Background: an optimization exercise with open tools, aiming at small area. Do not read the settings as production practice. Function was checked by simulation only, so behaviour that the tests miss may differ from the original. Power is estimated from default activity; no workload was simulated.

## flow/design.v (module list and top-level ports; edited modules follow where they fit)
// module ldiv: 2919 lines
module ldiv #
  (
   parameter 	NUMERATOR_WIDTH = 32,
   parameter 	DENOMINATOR_WIDTH = 32,
   parameter 	QUOTIENT_WIDTH = 32
   )
   (
    input 				      clk,
    input 				      reset,
    input signed [NUMERATOR_WIDTH - 1:0]      numerator_in,
    input [DENOMINATOR_WIDTH - 1:0] 	      denominator_in,
    input 				      valid_in,
    output signed [QUOTIENT_WIDTH - 1:0]      quotient_out,
    output signed [NUMERATOR_WIDTH - 1:0]     remainder_out,
    output 				      valid_out,
    output signed [NUMERATOR_WIDTH - 1 + 1:0] numerator_out,
    output [DENOMINATOR_WIDTH - 1:0] 	      denominator_out
    );
  // ...
==> flow/run.sh <==
#!/bin/bash
# synth_recipe.tcl (not shown) runs the flow's synth.tcl, then flattens the netlist and writes it again
# the make line also repeats each setting of config.mk as NAME=value (left out here)
make -C /OpenROAD-flow-scripts/flow DESIGN_CONFIG=/design/flow/config.mk WORK_HOME=/design/flow/orfs CLKGATE_MAP_FILE= SYNTH_SCRIPT=/design/flow/synth_recipe.tcl finish
==> flow/config.mk <==
export PLATFORM = sky130hd
export DESIGN_NAME = ldiv
export DESIGN_NICKNAME = ldiv
export VERILOG_FILES = /design/flow/design.v
export SDC_FILE = /design/flow/constraint.sdc
export NUM_CORES = 4
export LEC_CHECK = 0
export CAP_MARGIN = 20
export CORE_MARGIN = 2
export CORE_UTILIZATION = 45
export CTS_BUF_LIST = sky130_fd_sc_hd__clkbuf_4
export PLACE_DENSITY = 0.6
export SLEW_MARGIN = 20
==> flow/constraint.sdc <==
create_clock -name core_clock -period 7.0 [get_ports {clk}]
set_input_delay 1.4000 -clock core_clock [delete_from_list [all_inputs] [get_ports {clk}]]
set_output_delay 1.4000 -clock core_clock [all_outputs]
set_load 0.01 [all_outputs]
==> flow_metrics.tcl, run 1 <==
set metrics [dict create \
    sequential_cell_total 1241 \
    gpl.final_weighted_congestion 0.920 \
    p_clk_share_pct 32.6 \
    power.share.combinational_pct 23.6 \
    area_share_nonclk_buffers_pct 9.32 \
    post_synth_main_area_contributors "sky130_fd_sc_hd__dfxtp_1 (45%), sky130_fd_sc_hd__xnor2_1 (11%), sky130_fd_sc_hd__xor2_1 (4.9%)" \
    final_worst_hold_slack_ns 0.303 \
    power.share.switching_pct 29.4 \
    cts_resized 27 \
    fraction_of_area_in_multi_input_gates_pct 43.0 \
    cts_root_buffer "sky130_fd_sc_hd__clkbuf_4" \
    finalClockSkew_ns 0.0970 \
    power_density_nw_per_um2 271 \
    synth-warning-count 1 \
    dr.first_iter.drc_count 2119 \
    path_clk_slew_ns 0.06 \
    placed_instances 8019 \
    routedLengthMet1_um 57300 \
    dieHeight_um 353 \
    critPathRequiredTime_ns 8.05 \
    routed-wl-met3_um 5880 \
    synth_most_common_cell "sky130_fd_sc_hd__dfxtp_1" \
    top_layer "met5" \
    pwr-share-seq_pct 43.8 \
    number_of_nets_in_the_final_layout 6838 \
    port_buffers 196 \
    count_of_unresolved_drc_violations_after_routing 0 \
    synth_top_family_by_area "simple AND/OR/NAND/NOR gates" \
    grt-ovfl-total 0 \
    synth_ff_type "sky130_fd_sc_hd__dfxtp_1" \
    drt_wl_total_um 130000 \
    worst-path-max-fanout 9 \
    run_status "no timing/DRC/antenna violations" \
    power_w 0.0182 \
    antenna_left 0 \
]
==> inputs of run 2 (changes only) <==
--- a/flow/config.mk
+++ b/flow/config.mk
@@ -9,5 +9,4 @@
 export CORE_MARGIN = 2
 export CORE_UTILIZATION = 45
-export CTS_BUF_LIST = sky130_fd_sc_hd__clkbuf_4
 export PLACE_DENSITY = 0.6
 export SLEW_MARGIN = 20
==> run 2 against run 1 <==
Effect of this change:
- combinational power about the same
- clock-buffer cell count decreased by 284
- first-iteration DRC count up 2.5%
- critical endpoint unchanged
- die area stayed put
- still clean on timing, DRC and antenna
- highest routed layer unchanged
- largest cell class unchanged
- sequential share of layout area fell by 0.32 points
- critical path depth grew 1
- setup slack better by 0.0085 ns
- area after synthesis did not move
- clock power grew 17%
==> flow_metrics.tcl, run 2 <==
set metrics [dict create \
    synth_compound_gate_area_share_pct 13.3 \
    cp-start-kind "flip-flop" \
    wl_per_cell_um 15.4 \
    dr.first_iter.drc_count 2171 \
    cts_buffer_depth 3 \
    routed_via_density 5.14 \
    destination_of_the_critical_timing_path "R5[1]" \
    synth-warning-count 1 \
    synth_ff_type "sky130_fd_sc_hd__dfxtp_1" \
    synth_enable_flop_cells 0 \
    layout_common_cells "sky130_fd_sc_hd__dfxtp_1 (1225), sky130_fd_sc_hd__xnor2_1 (660), sky130_fd_sc_hd__nand2_1 (556)" \
    worstReg2RegEnd "R5[1]" \
    grt-ovfl-total 0 \
    gpl.final_weighted_congestion 0.920 \
    maximum_number_of_pins_on_one_net_before_global_route_repair 55 \
    critPathRequiredTime_ns 7.64 \
    finalClockSkew_ns 0.0419 \
    hold_class "flip-flop to flip-flop" \
    antenna_found_initial 8 \
    pwr-share-seq_pct 41.5 \
    asyncSetResetFlopFracSynth_pct 0 \
    setup_tns_after_final_layout_ns 0 \
    period_needed_ns 6.89 \
    dr.pass1.iters 5 \
    transition_time_of_the_tightest_slew_check_pin_ns 0.947 \
    fmax_ghz 0.145 \
    number_of_nets_in_the_final_layout 6635 \
    timing.reg2reg.worst_path_depth 26 \
    fp-row-count 128 \
    yosys-mux-area-fraction_pct 1.04 \
    worst-setup-path-type "flip-flop to flip-flop" \
    synth_seq_area_share_pct 45.3 \
    synth_most_common_cell "sky130_fd_sc_hd__dfxtp_1" \
    hold_violations_final 0 \
    cts_buffers 130 \
    worstReg2RegStart "d4[18]" \
    synth.largest_area_cell "sky130_fd_sc_hd__dfxtp_1" \
    power_w 0.0191 \
    dieHeight_um 353 \
    dieArea_sq_um 125000 \
    areaGrowthSynthToFinish_pct 23.1 \
    yosys-top-cells-count "sky130_fd_sc_hd__dfxtp_1 (1241), sky130_fd_sc_hd__xnor2_1 (668), sky130_fd_sc_hd__nand2_1 (568), sky130_fd_sc_hd__nor2_1 (373), sky130_fd_sc_hd__xor2_1 (309)" \
    setup_viol 0 \
    p_leak_nw 26.2 \
    cts_tree "yes" \
    port_buffers 196 \
    crit_path_end_kind "flip-flop" \
    post_synth_num_cell_types 108 \
    register_bit_count_reported_by_yosys 1241 \
    final_common_cell "sky130_fd_sc_hd__dfxtp_1" \
    final_number_of_max_transition_violations 0 \
    post_synth_fa_ha_maj_area_fraction_pct 4.97 \
    grt_usage_pct 19.9 \
    syn_area_per_cell_sq_um 9.26 \
    path_clk_slew_ns 0.06 \
    global_route_wire_length_before_repair_um 207000 \
    synth_top_area_share_pct 45.3 \
    critical_path.slowest_cell "sky130_fd_sc_hd__maj3_2" \
    dieWidth_um 353 \
    grt_pass1_vias 41000 \
    num_io_pins 197 \
    numClockSinks 1241 \
    delay_of_the_slowest_cell_on_the_worst_path_ns 0.38 \
    yosys.area_share.simple_pct 16.0 \
    setup_repair_after_global_routing_missed_its_margin "yes" \
    core_area_sq_um 121000 \
    max_slew_margin_pct 36.1 \
    drive_gt1_share_pct 15.6 \
    dr_total_vias 42600 \
    vdd_drop_max_mv 0.247 \
    critical-path-top-cell-by-count "sky130_fd_sc_hd__maj3_2" \
    post_synth_instance_area_sq_um 54900 \
    post_cts_hold_buffer_count 0 \
    internal-power_w 0.0137 \
    power.share.switching_pct 28.6 \
    synth_xor_xnor_area_share_pct 15.6 \
    run_status "no timing/DRC/antenna violations" \
    post_synth_main_area_contributors "sky130_fd_sc_hd__dfxtp_1 (45%), sky130_fd_sc_hd__xnor2_1 (11%), sky130_fd_sc_hd__xor2_1 (4.9%)" \
    timing.max_cap.violations 0 \
    antenna_left 0 \
    power.share.combinational_pct 22.3 \
    clock_insertion_delay_worst_skew_ns 0.77 \
    netSwitchingPower_w 0.00548 \
    count_of_unresolved_drc_violations_after_routing 0 \
    critical_path.startpoint "d4[18]" \
    power_density_nw_per_um2 283 \
    worst-path-max-fanout 6 \
    starting_density_of_the_core_pct 45.2 \
    drt_wl_total_um 128000 \
    cts_max_level 4 \
    synth.net_count 6001 \
    synth_top_family_by_area "simple AND/OR/NAND/NOR gates" \
    synthesis.instances 5926 \
    cts_root_buffer "sky130_fd_sc_hd__clkbuf_16" \
    min_period_over_period_pct 98.4 \
    crit_arrival_ns 7.53 \
    ff2ff_setup_slack_ns 0.11 \
    p_clk_share_pct 36.1 \
    dpl.hpwl_um 97800 \
]
-- run 2: cell counts after synthesis --
No cell type changed its count.
-- run 2: cell families (layout without fill, tap and decap cells) --
group	after synthesis	after routing
XOR/XNOR	978	978
buffers and inverters	537	1268
AO/OA/AOI/OAI	1050	1050
AND/OR/NAND/NOR	1795	1795
other	0	2
multiplexers	56	56
flip-flops	1241	1241
adder cells (fa/ha/maj)	269	269
-- run 2: through the flow --
stage          hold WS [ns]  worst slack [ns]  cells  utilization (%)  area, sq um
2_1_floorplan         0.310             0.248   5926                -        54900
4_1_cts               0.283           0.00158   8248             54.7        66400
5_1_grt               0.296            -0.221   8282             55.7        67600
6_report              0.286             0.114   8284             55.7        67600
3_5_place_dp          0.312            -0.205   8019             50.9        61800
3_3_place_gp          0.310            -0.167   8019             50.9        61800
-- run 2: cell type report --
cell class,instances,area [sq um]
fill,10900,53800
multi-input combinational,4148,28900
sequential,1241,24900
timing repair buffer,736,6230
clock buffer,167,3590
tap,1625,2030
inverter,303,1140
clock inverter,62,883
antenna,2,5.00
-- run 2: critical path: cells and delay by family (launching register included) --
kind	cells	cell delay, ns
AOI/OAI and AO/OA	11	2.59
xor gates and xnor gates	2	0.29
adders and majority gates	6	1.98
buffers and inverters	2	0.35
DFF	1	0.32
and+or+nand+nor	5	1.20
-- run 2: what timing repair did --
action / 4_1_cts / 5_1_grt
gates resized for setup: 19 / 204
pin swaps: 6 / 68
setup buffers: 0 / 30
endpoints found under the setup margin: 74 / 219
cloned: 0 / 5
-- run 2: power groups by stage --
stage	Sequential, W	Combinational, W	Clock, W
4_1_cts	0.00796	0.00414	0.00714
2_1_floorplan	0.00795	0.00290	0
5_1_grt	0.00802	0.00470	0.00743
3_5_place_dp	0.00811	0.00411	0
3_3_place_gp	0.00810	0.00407	0
6_report	0.00795	0.00428	0.00691
-- run 2: metal layers --
layer | vias up | track usage [%] | wire length, um
li1 | 21600 | - | -
met3 | 186 | 3.75 | 5490
met1 | 20000 | 24.6 | 57200
met2 | 750 | 35.1 | 62200
met5 | - | 0 | 37
met4 | 6 | 5.99 | 2650
-- run 2: how the worst min path moves through the flow --
stage / slack, ns / end / startpoint / depth (start not counted)
final: 0.29 / n7[9] / n6[9] / 0
after global routing: 0.30 / n7[9] / n6[9] / 0
after CTS: 0.28 / n7[9] / n6[9] / 0
after detailed placement: 0.31 / n4[4] / n3[4] / 0
after global placement: 0.31 / n3[27] / n2[27] / 0
after floorplan: 0.31 / Q10[10] / Q9[8] / 0
==> inputs of run 3 (changes only) <==
--- a/flow/config.mk
+++ b/flow/config.mk
@@ -8,5 +8,7 @@
 export CAP_MARGIN = 20
 export CORE_MARGIN = 2
-export CORE_UTILIZATION = 45
-export PLACE_DENSITY = 0.6
+export CORE_UTILIZATION = 60
+export CTS_BUF_LIST = sky130_fd_sc_hd__clkbuf_4
+export GPL_TIMING_DRIVEN = 0
+export PLACE_DENSITY = 0.75
 export SLEW_MARGIN = 20
==> run 3 against run 2 <==
Effect of this change:
- now fails the layout checks on negative setup slack
- clock-buffer cell count rose by 261
- maximum frequency is 4.1% lower
- non-clock buffer count is 182 lower
- die area is 25% lower
- first-iteration DRC count up 13%
- sequential share of layout area rose by 1.3 points
- clock skew increased by 0.12 ns
- via count increased by 2.9%
- sequential cell count stayed put
- core utilization is 17 points higher
- global-route usage is 7.0 points higher
- setup slack lost 0.30 ns
==> flow_metrics.tcl, run 3 <==
set metrics [dict create \
    num_io_pins 197 \
    synth.net_count 6001 \
    count_of_unresolved_drc_violations_after_routing 0 \
    grt_pass1_vias 42700 \
    synth.largest_area_cell "sky130_fd_sc_hd__dfxtp_1" \
    critPathBufInv 3 \
    critical_path.slowest_cell "sky130_fd_sc_hd__a2111o_1" \
    min_period_over_period_pct 103 \
    hold_violations_final 0 \
    areaGrowthSynthToFinish_pct 19.1 \
    cts_buffers 311 \
    antenna_found_initial 2 \
    register_bit_count_reported_by_yosys 1241 \
    power_density_nw_per_um2 271 \
    cts_tree "yes" \
    worst-setup-path-type "flip-flop to flip-flop" \
    synth_most_common_cell "sky130_fd_sc_hd__dfxtp_1" \
    cts_max_level 5 \
    drt_wl_total_um 131000 \
    grt-ovfl-total 0 \
    final_util_pct 72.4 \
    critical_path.top_delay_family "compound AO/OA/AOI/OAI gates" \
    timing.max_cap.violations 0 \
    dieArea_sq_um 93900 \
    synthesis.instances 5926 \
    final_common_cell "sky130_fd_sc_hd__dfxtp_1" \
    dpl.hpwl_um 95500 \
    numClockSinks 1241 \
    place_ws_ns -1.81 \
    dieHeight_um 306 \
    asyncSetResetFlopFracSynth_pct 0 \
    dr.first_iter.drc_count 2464 \
    yosys-top-cells-count "sky130_fd_sc_hd__dfxtp_1 (1241), sky130_fd_sc_hd__xnor2_1 (668), sky130_fd_sc_hd__nand2_1 (568), sky130_fd_sc_hd__nor2_1 (373), sky130_fd_sc_hd__xor2_1 (309)" \
    cts_root_buffer "sky130_fd_sc_hd__clkbuf_4" \
    so.violations "negative setup slack" \
    global_route_wire_length_before_repair_um 209000 \
    core_area_sq_um 90300 \
    crit_path_end_kind "flip-flop" \
    fmax_ghz 0.139 \
    setup_repair_after_global_routing_missed_its_margin "yes" \
    antenna_left 0 \
    dr_total_vias 43800 \
    drive_gt1_share_pct 16.6 \
    final_number_of_max_transition_violations 0 \
    number_of_nets_in_the_final_layout 6634 \
    worst-path-max-fanout 7 \
    post_synth_instance_area_sq_um 54900 \
    layout_common_cells "sky130_fd_sc_hd__dfxtp_1 (1202), sky130_fd_sc_hd__xnor2_1 (644), sky130_fd_sc_hd__nand2_1 (553)" \
    fp-row-count 110 \
    clock_insertion_delay_worst_skew_ns 1.21 \
    cp-start-kind "flip-flop" \
    path_clk_slew_ns 0.07 \
    synth_seq_area_share_pct 45.3 \
    timing.final.ws_setup_ns -0.182 \
    cts_buffer_depth 4 \
    synth_ff_type "sky130_fd_sc_hd__dfxtp_1" \
    run_status "failed layout checks" \
    routed_via_density 5.52 \
    dr.pass1.iters 5 \
    vdd_drop_max_mv 0.228 \
    wl_per_cell_um 16.5 \
    grt_usage_pct 27.0 \
    finalClockSkew_ns 0.163 \
    transition_time_of_the_tightest_slew_check_pin_ns 0.988 \
    post_synth_main_area_contributors "sky130_fd_sc_hd__dfxtp_1 (45%), sky130_fd_sc_hd__xnor2_1 (11%), sky130_fd_sc_hd__xor2_1 (4.9%)" \
    gpl.final_weighted_congestion 0.909 \
    critPathRequiredTime_ns 8.03 \
    p_leak_nw 25.1 \
    synth-warning-count 1 \
    synth_enable_flop_cells 0 \
    port_buffers 196 \
    period_needed_ns 7.18 \
    synth_top_area_share_pct 45.3 \
    crit_arrival_ns 8.22 \
    dieWidth_um 306 \
    starting_density_of_the_core_pct 60.8 \
    post_synth_num_cell_types 108 \
    syn_area_per_cell_sq_um 9.26 \
    maximum_number_of_pins_on_one_net_before_global_route_repair 20 \
    hold_class "flip-flop to flip-flop" \
    max_slew_margin_pct 34.1 \
    setup_viol 14 \
    power_w 0.0177 \
    delay_of_the_slowest_cell_on_the_worst_path_ns 0.52 \
]
run 3: cell type report:
cell class | instances | area [sq um]
Clock inverter | 83 | 417
Multi-Input combinational cell | 4148 | 30000
Buffer | 218 | 1140
Antenna cell | 2 | 5.00
Clock buffer | 428 | 3210
Sequential cell | 1241 | 24900
Inverter | 303 | 1160
Timing Repair Buffer | 336 | 3080
Tap cell | 1176 | 1470
Fill cell | 6853 | 24900
run 3: path summary, 6_finish.rpt:
path | startpoint | slack, ns | cells past startpoint | endpoint
setup / recovery | d4[8] | -0.18 | 27 | R5[1]
hold / removal | Q3[1] | 0.24 | 0 | Q4[4]
setup reg to reg | d4[8] | -0.18 | 27 | R5[1]
hold reg to reg | Q3[1] | 0.24 | 0 | Q4[4]
run 3: logic make-up after synthesis:
family	count (synthesis)	share of synthesized area [%]
fa+ha+maj	269	4.97
simple gates	1795	16.0
xor+xnor	978	15.6
flops	1241	45.3
compound gates	1050	13.3
mux	56	1.04
buf+inv	537	3.79
run 3: per-stage QoR:
stage                     setup TNS (ns)  area, sq um  cells  hold slack, ns
final                              -1.01        65400   7935           0.239
after global routing               -8.23        65400   7935           0.219
after CTS                        -0.0619        63700   7872           0.209
after detailed placement         -228.27        58300   7301           0.312
after global placement           -242.47        58300   7298           0.310
after floorplan                        0        54900   5926           0.310
run 3: where the power goes:
| group | leakage (nW) | switching (W) | internal, W |
|---|---|---|---|
| Clock | 2.19 | 0.00266 | 0.00293 |
| Sequential | 10.4 | 0.000400 | 0.00755 |
| Combinational | 12.5 | 0.00226 | 0.00193 |
| Total | 25.1 | 0.00532 | 0.0124 |
run 3: what timing repair did:
item	CTS	global route
hold buffers	0	0
setup buffers	71	62
gates resized for setup	291	331
hold endpoints to repair	0	0
setup endpoints to repair	236	230
pin swaps	74	111
gates cloned	0	4
run 3: metal layers:
layer | global-route usage [%] | part of all wire (%)
met4 | 14.4 | 4.3
met2 | 49.0 | 51
met3 | 4.14 | 3.9
met5 | 0 | 0
met1 | 30.3 | 41
==> inputs of run 4 (changes only) <==
--- a/flow/config.mk
+++ b/flow/config.mk
@@ -10,5 +10,4 @@
 export CORE_UTILIZATION = 60
 export CTS_BUF_LIST = sky130_fd_sc_hd__clkbuf_4
-export GPL_TIMING_DRIVEN = 0
 export PLACE_DENSITY = 0.75
 export SLEW_MARGIN = 20
==> run 4 against run 3 <==
Effect of this change:
- the run now finishes clean
- area after synthesis is the same
- non-clock buffer count up 144
- via count grew 0.45%
- routed wire length fell by 2.6%
- clock-buffer cell count stayed put
- setup slack improved by 0.33 ns
- critical endpoint unchanged
==> flow_metrics.tcl, run 4 <==
set metrics [dict create \
    wl_per_cell_um 15.8 \
    run_status "no timing/DRC/antenna violations" \
    synth_top_family_by_area "simple AND/OR/NAND/NOR gates" \
    syn_area_per_cell_sq_um 9.26 \
    synth.net_count 6001 \
    layout_common_cells "sky130_fd_sc_hd__dfxtp_1 (1224), sky130_fd_sc_hd__xnor2_1 (661), sky130_fd_sc_hd__nand2_1 (566)" \
    worst-setup-path-type "flip-flop to flip-flop" \
    sequential_cell_area_sq_um 24900 \
    synth-warning-count 1 \
    drive_gt1_share_pct 18.1 \
    areaGrowthSynthToFinish_pct 20.3 \
    gpl.final_weighted_congestion 0.923 \
    transition_time_of_the_tightest_slew_check_pin_ns 0.994 \
    yosys-mux-area-fraction_pct 1.04 \
    cts_root_buffer "sky130_fd_sc_hd__clkbuf_4" \
    clock_insertion_delay_worst_skew_ns 1.22 \
    post_synth_num_cell_types 108 \
    final_common_cell "sky130_fd_sc_hd__dfxtp_1" \
    antenna_left 0 \
    starting_density_of_the_core_pct 60.8 \
    numClockSinks 1241 \
    post_synth_fa_ha_maj_area_fraction_pct 4.97 \
    worst-path-max-fanout 7 \
    cts_max_level 5 \
    power_w 0.0179 \
    post_synth_instance_area_sq_um 54900 \
    min_period_over_period_pct 97.9 \
    placed_instances 7538 \
    number_of_nets_in_the_final_layout 6786 \
    crit_path_end_kind "flip-flop" \
    post_cts_hold_buffer_count 0 \
    timing.final.ws_setup_ns 0.146 \
    groute.layer.met1.usage_pct 31.5 \
    timing.max_cap.violations 0 \
    grt_pass1_vias 42800 \
    num-fill-cells 6758 \
    critPathRequiredTime_ns 7.97 \
    setup_viol 0 \
    global_route_wire_length_before_repair_um 206000 \
    use_met2_pct 47.2 \
    p_leak_nw 26.1 \
    synth_compound_gate_area_share_pct 13.3 \
    synth_enable_flop_cells 0 \
    synth.largest_area_cell "sky130_fd_sc_hd__dfxtp_1" \
    cts_buffer_depth 4 \
    port_buffers 196 \
    final_worst_hold_slack_ns 0.216 \
    dr.pass1.iters 6 \
    place_ws_ns -0.227 \
    power_density_nw_per_um2 272 \
    fmax_ghz 0.146 \
    drt_wl_total_um 127000 \
    hold_violations_final 0 \
    cp-start-kind "flip-flop" \
    dpl.hpwl_um 94200 \
    register_bit_count_reported_by_yosys 1241 \
    cts_tree "yes" \
    core_area_sq_um 90300 \
    synth_ff_type "sky130_fd_sc_hd__dfxtp_1" \
    synth_xor_xnor_area_share_pct 15.6 \
    finalClockSkew_ns 0.192 \
    antenna_found_initial 3 \
    synth_most_common_cell "sky130_fd_sc_hd__dfxtp_1" \
    grt-ovfl-total 0 \
    multi_input_area_sq_um 29000 \
    yosys.area_share.simple_pct 16.0 \
    asyncSetResetFlopFracSynth_pct 0 \
    fp-row-count 110 \
    synth_top_area_share_pct 45.3 \
    cts_buffers 318 \
    num_io_pins 197 \
    count_of_unresolved_drc_violations_after_routing 0 \
    period_needed_ns 6.85 \
    max_slew_margin_pct 33.5 \
    dr_total_vias 44000 \
    final_number_of_max_transition_violations 0 \
    synthesis.instances 5926 \
    dieArea_sq_um 93900 \
    maximum_number_of_pins_on_one_net_before_global_route_repair 45 \
    synth_seq_area_share_pct 45.3 \
    busiest_layer "met2" \
    dieHeight_um 306 \
    post_synth_main_area_contributors "sky130_fd_sc_hd__dfxtp_1 (45%), sky130_fd_sc_hd__xnor2_1 (11%), sky130_fd_sc_hd__xor2_1 (4.9%)" \
    global_route.usage.met3_pct 4.14 \
    setup_repair_after_global_routing_missed_its_margin "yes" \
    routed_via_density 5.44 \
    vdd_drop_max_mv 0.268 \
    path_clk_slew_ns 0.07 \
    hold_class "flip-flop to flip-flop" \
    yosys-top-cells-count "sky130_fd_sc_hd__dfxtp_1 (1241), sky130_fd_sc_hd__xnor2_1 (668), sky130_fd_sc_hd__nand2_1 (568), sky130_fd_sc_hd__nor2_1 (373), sky130_fd_sc_hd__xor2_1 (309)" \
    crit_arrival_ns 7.83 \
    fin_cells 8082 \
    dieWidth_um 306 \
    grt_usage_pct 26.3 \
    dr.first_iter.drc_count 2795 \
]
==> run 4: cell counts after synthesis <==
No cell type changed its count.
==> run 4: cells by family after synthesis <==
logic type / count (synthesis)
compound gates: 1050
simple gates: 1795
xor+xnor: 978
buf+inv: 537
fa+ha+maj: 269
flops: 1241
mux: 56
==> run 4: stage by stage <==
| stage | TNS, ns | utilization [%] | instance area, sq um |
|---|---|---|---|
| floorplan | 0 | - | 54900 |
| global placement | -1.76 | 67.6 | 61000 |
| detailed placement | -2.34 | 67.6 | 61000 |
| CTS | 0 | 71.8 | 64800 |
| global route | -0.308 | 73.2 | 66000 |
| finish | 0 | 73.2 | 66000 |
==> run 4: area by class of cell <==
| class | instances | area share (%) |
|---|---|---|
| clock buffers | 428 | 4.86 |
| repair buffers | 698 | 8.90 |
| well taps | 1176 | 2.23 |
| diodes | 8 | 0.0303 |
| inverters | 303 | 1.72 |
| multi-input cells | 4149 | 43.9 |
| clock inverters | 79 | 0.714 |
| flip-flops and latches | 1241 | 37.6 |
==> run 4: worst paths after layout <==
| check | to | slack [ns] | start | depth (start not counted) |
|---|---|---|---|---|
| hold reg to reg | Q8[4] | 0.22 | Q7[2] | 0 |
| setup reg to reg | R5[1] | 0.15 | d4[24] | 27 |
| setup / recovery | R5[1] | 0.15 | d4[24] | 27 |
| hold / removal | Q8[4] | 0.22 | Q7[2] | 0 |
==> run 4: timing repair <==
| action | 4_1_cts | 5_1_grt |
|---|---|---|
| setup endpoints to repair | 44 | 209 |
| setup buffers | 2 | 25 |
| gates resized for setup | 27 | 186 |
| cloned | 0 | 3 |
| pin swaps | 4 | 69 |
==> run 4: layer usage <==
layer | vias to the layer above | share of wire [%]
met2 | 1077 | 50
li1 | 22100 | -
met1 | 20600 | 43
met5 | - | 0
met3 | 231 | 4.7
met4 | 0 | 2.4
==> run 4: critical path, cell delays in order (launching register included) <==
cell and delay [ns]:
sky130_fd_sc_hd__dfxtp_2 0.33, sky130_fd_sc_hd__nor4_4 0.27, sky130_fd_sc_hd__nand4_1 0.21, sky130_fd_sc_hd__or2_4 0.32
sky130_fd_sc_hd__a2111o_1 0.36, sky130_fd_sc_hd__nand4b_4 0.23, sky130_fd_sc_hd__buf_8 0.18, sky130_fd_sc_hd__or3_4 0.37
sky130_fd_sc_hd__and3_4 0.20, sky130_fd_sc_hd__a211oi_4 0.29, sky130_fd_sc_hd__a211oi_4 0.11, sky130_fd_sc_hd__o211a_4 0.27
sky130_fd_sc_hd__a211oi_4 0.34, sky130_fd_sc_hd__buf_4 0.19, sky130_fd_sc_hd__nor2_4 0.04, sky130_fd_sc_hd__inv_2 0.09
sky130_fd_sc_hd__mux2i_1 0.12, sky130_fd_sc_hd__nor4_2 0.35, sky130_fd_sc_hd__a21oi_2 0.12, sky130_fd_sc_hd__maj3_2 0.33
sky130_fd_sc_hd__a211oi_2 0.23, sky130_fd_sc_hd__o31ai_2 0.11, sky130_fd_sc_hd__maj3_2 0.32, sky130_fd_sc_hd__maj3_2 0.32
sky130_fd_sc_hd__maj3_2 0.38, sky130_fd_sc_hd__o311a_1 0.33, sky130_fd_sc_hd__a311oi_2 0.22, sky130_fd_sc_hd__xnor2_1 0.09
==> run 4: where the power goes <==
group | switching (W) | internal (W) | total [W] | leakage [nW]
Sequential | 0.000394 | 0.00756 | 0.00795 | 10.4
Clock | 0.00272 | 0.00300 | 0.00572 | 2.22
Combinational | 0.00220 | 0.00207 | 0.00427 | 13.5
==> inputs of run 5 (changes only) <==
--- a/flow/config.mk
+++ b/flow/config.mk
@@ -9,5 +9,9 @@
 export CORE_MARGIN = 2
 export CORE_UTILIZATION = 60
-export CTS_BUF_LIST = sky130_fd_sc_hd__clkbuf_4
+export CTS_BUF_LIST = sky130_fd_sc_hd__clkbuf_16
+export CTS_CLUSTER_DIAMETER = 120
+export CTS_CLUSTER_SIZE = 30
+export GPL_TIMING_DRIVEN = 0
 export PLACE_DENSITY = 0.75
+export SETUP_SLACK_MARGIN = 0.2
 export SLEW_MARGIN = 20
==> run 5 against run 4 <==
Effect of this change:
- power fell by 13%
- now fails the layout checks on negative setup slack
- critical endpoint unchanged
- largest power group unchanged
- global-route usage decreased by 0.16 points
- first-iteration DRC count fell by 2.0%
- clock-buffer cell count shrank 381
==> flow_metrics.tcl, run 5 <==
set metrics [dict create \
    run_status "failed layout checks" \
    so.violations "negative setup slack" \
    critical_path.startpoint "d4[9]" \
    synth-warning-count 1 \
    crit_arrival_ns 7.82 \
    timing.reg2reg.worst_path_depth 27 \
    crit_path_end_kind "flip-flop" \
    cts_root_buffer "sky130_fd_sc_hd__clkbuf_16" \
    final_number_of_max_transition_violations 0 \
    starting_density_of_the_core_pct 60.8 \
    core_area_sq_um 90300 \
    post_synth_instance_area_sq_um 54900 \
    p_leak_nw 24.2 \
    power.share.combinational_pct 27.9 \
    synth_seq_area_share_pct 45.3 \
    wl_per_cell_um 17.1 \
    worstReg2RegStart "d4[9]" \
    dieWidth_um 306 \
    cp-start-kind "flip-flop" \
    dieArea_sq_um 93900 \
    number_of_nets_in_the_final_layout 6437 \
    num-fill-cells 6866 \
    setup_repair_after_global_routing_missed_its_margin "yes" \
    cts_buffers 47 \
    power.share.switching_pct 30.5 \
    internal-power_w 0.0108 \
    setup_viol 21 \
    synth_top_area_share_pct 45.3 \
    critical_path.top_delay_family "compound AO/OA/AOI/OAI gates" \
    areaGrowthSynthToFinish_pct 17.2 \
    timing.final.ws_setup_ns -0.253 \
    vdd_drop_max_mv 0.227 \
    critical_path.slowest_cell "sky130_fd_sc_hd__or4_1" \
    worst-path-max-fanout 10 \
    count_of_unresolved_drc_violations_after_routing 0 \
    synth_ff_type "sky130_fd_sc_hd__dfxtp_1" \
    period_needed_ns 7.25 \
    drive_gt1_share_pct 13.9 \
    dr_total_vias 42500 \
    dieHeight_um 306 \
    hold_class "flip-flop to flip-flop" \
    p_clk_share_pct 21.2 \
    num_io_pins 197 \
    post_cts_hold_buffer_count 0 \
    syn_area_per_cell_sq_um 9.26 \
    fmax_ghz 0.138 \
    antenna_found_initial 1 \
    layout_common_cells "sky130_fd_sc_hd__dfxtp_1 (1206), sky130_fd_sc_hd__xnor2_1 (632), sky130_fd_sc_hd__nand2_1 (539)" \
    min_period_over_period_pct 104 \
    grt-ovfl-total 0 \
    netSwitchingPower_w 0.00477 \
    sequential_cell_area_sq_um 24900 \
    grt_pass1_vias 40400 \
    global_route_wire_length_before_repair_um 204000 \
    synth_enable_flop_cells 0 \
    dr.pass1.iters 6 \
    drt_wl_total_um 129000 \
    grt_usage_pct 26.2 \
    critPathRequiredTime_ns 7.57 \
    timing.hold.worst.start "n8[13]" \
    asyncSetResetFlopFracSynth_pct 0 \
    synth_most_common_cell "sky130_fd_sc_hd__dfxtp_1" \
    yosys-top-cells-count "sky130_fd_sc_hd__dfxtp_1 (1241), sky130_fd_sc_hd__xnor2_1 (668), sky130_fd_sc_hd__nand2_1 (568), sky130_fd_sc_hd__nor2_1 (373), sky130_fd_sc_hd__xor2_1 (309)" \
    cts_max_level 2 \
    placed_instances 7301 \
    worst-setup-path-type "flip-flop to flip-flop" \
    post_synth_num_cell_types 108 \
    path_clk_slew_ns 0.10 \
    port_buffers 196 \
    register_bit_count_reported_by_yosys 1241 \
    holdPathStages 0 \
    critPathBufInv 3 \
    power_density_nw_per_um2 243 \
    transition_time_of_the_tightest_slew_check_pin_ns 0.966 \
    final_common_cell "sky130_fd_sc_hd__dfxtp_1" \
    max_slew_margin_pct 35.6 \
    final_util_pct 71.3 \
    delay_of_the_slowest_cell_on_the_worst_path_ns 0.53 \
    maximum_number_of_pins_on_one_net_before_global_route_repair 31 \
    synth.net_count 6001 \
    clock_insertion_delay_worst_skew_ns 0.67 \
    finalClockSkew_ns 0.0454 \
    pwr-share-seq_pct 50.9 \
    synthesis.instances 5926 \
    cts_tree "yes" \
    multi_input_area_sq_um 30600 \
    synth.largest_area_cell "sky130_fd_sc_hd__dfxtp_1" \
    fin_cells 7544 \
    numClockSinks 1241 \
    antenna_left 0 \
    routed_via_density 5.64 \
    post_synth_main_area_contributors "sky130_fd_sc_hd__dfxtp_1 (45%), sky130_fd_sc_hd__xnor2_1 (11%), sky130_fd_sc_hd__xor2_1 (4.9%)" \
    final_worst_hold_slack_ns 0.307 \
    cts_buffer_depth 3 \
    cp_num_cells 27 \
    hold_violations_final 0 \
    gpl.final_weighted_congestion 0.909 \
    dpl.hpwl_um 95500 \
    timing.max_cap.violations 0 \
    critical-path-top-cell-by-count "sky130_fd_sc_hd__maj3_2" \
    dr.first_iter.drc_count 2740 \
    fp-row-count 110 \
]
run 5: logic make-up (layout without fill, tap and decap cells):
logic type	Yosys count	in the layout	share of synthesized area (%)
flops	1241	1241	45.3
xor+xnor	978	978	15.6
mux	56	56	1.04
buf+inv	537	977	3.79
compound gates	1050	1050	13.3
simple gates	1795	1795	16.0
other cells	0	2	0
fa+ha+maj	269	269	4.97
run 5: final cells by class:
class / count / share of cell area (%)
clock inverter: 6 / 0.218
timing repair buffer: 387 / 5.54
antenna: 2 / 0.00778
multi-input combinational: 4148 / 47.6
tap: 1176 / 2.29
sequential: 1241 / 38.7
buffer: 234 / 2.03
inverter: 303 / 1.80
clock buffer: 47 / 1.83
run 5: metal layers:
metal	routed length [um]	part of all wire (%)	GRT usage, %	up-vias
met5	0	0	0	-
met4	5170	4.0	9.71	0
met3	4550	3.5	2.43	263
met2	65400	51	48.8	999
met1	54000	42	31.0	20100
li1	-	-	-	21100
run 5: power by group through the flow:
stage               logic (W)  clock network [W]  registers (W)
floorplan             0.00290                  0        0.00795
finish                0.00436            0.00331        0.00794
CTS                   0.00403            0.00341        0.00793
global placement      0.00368                  0        0.00807
global route          0.00475            0.00366        0.00800
detailed placement    0.00374                  0        0.00808
run 5: timing repair:
| item | CTS | global route |
|---|---|---|
| pin swaps | 105 | 170 |
| setup endpoints to repair | 242 | 237 |
| gates cloned | 3 | 5 |
| resized for setup | 398 | 404 |
| buffers inserted | 88 | 92 |
run 5: per-stage QoR:
step	power [W]	cell area (sq um)	setup slack [ns]	TNS, ns
after floorplan	0.0109	54900	0.248	0
after global placement	0.0117	58300	-1.74	-242.47
after detailed placement	0.0118	58300	-1.81	-228.27
after CTS	0.0154	62100	-0.189	-0.719
after global routing	0.0164	64300	-0.458	-12.88
final	0.0156	64300	-0.253	-2.03
run 5: path summary, 6_finish.rpt:
path	end	slack, ns
max reg2reg	R5[1]	-0.25
min reg2reg	n9[13]	0.31
max	R5[1]	-0.25
min	n9[13]	0.31

==> separate check: timing with driven ports <==
In the flow no input, the clock included, has a driving cell. The finished layouts below were timed again as built, in two steps. Step 1 (the two cells are an assumption about what drives the block):
set clk [get_ports {clk}]
set_driving_cell -lib_cell sky130_fd_sc_hd__clkbuf_16 $clk
set_driving_cell -lib_cell sky130_fd_sc_hd__buf_2 [delete_from_list [all_inputs] $clk]
Step 2 times the ports against the registers' clock, not the clock port: input delays grow and output delays shrink by t, the midpoint of the rising clock arrivals with the driver on. Slacks: ideal ports / drivers / drivers and shift; pairs: ideal ports / drivers.
| run | t, ns | slack for setup (ns) | clock arrival spread, ns |
|---|---|---|---|
| run 1 | 1.251 | 0.105 / 0.105 / 0.045 | 0.123 / 0.124 |
| run 2 | 0.830 | 0.114 / 0.114 / -0.012 | 0.060 / 0.059 |
| run 3 | 1.190 | -0.182 / -0.182 / -0.781 | 0.167 / 0.167 |
| run 4 | 1.194 | 0.146 / 0.146 / -0.378 | 0.193 / 0.192 |
| run 5 | 0.720 | -0.253 / -0.253 / -0.253 | 0.051 / 0.052 |
With both steps, setup timing fails in run 2 and run 4, where it was met with ideal ports. For run 3, which loses most, drivers alone change the setup slack by 0.000 ns; drivers and shift together by -0.599 ns.
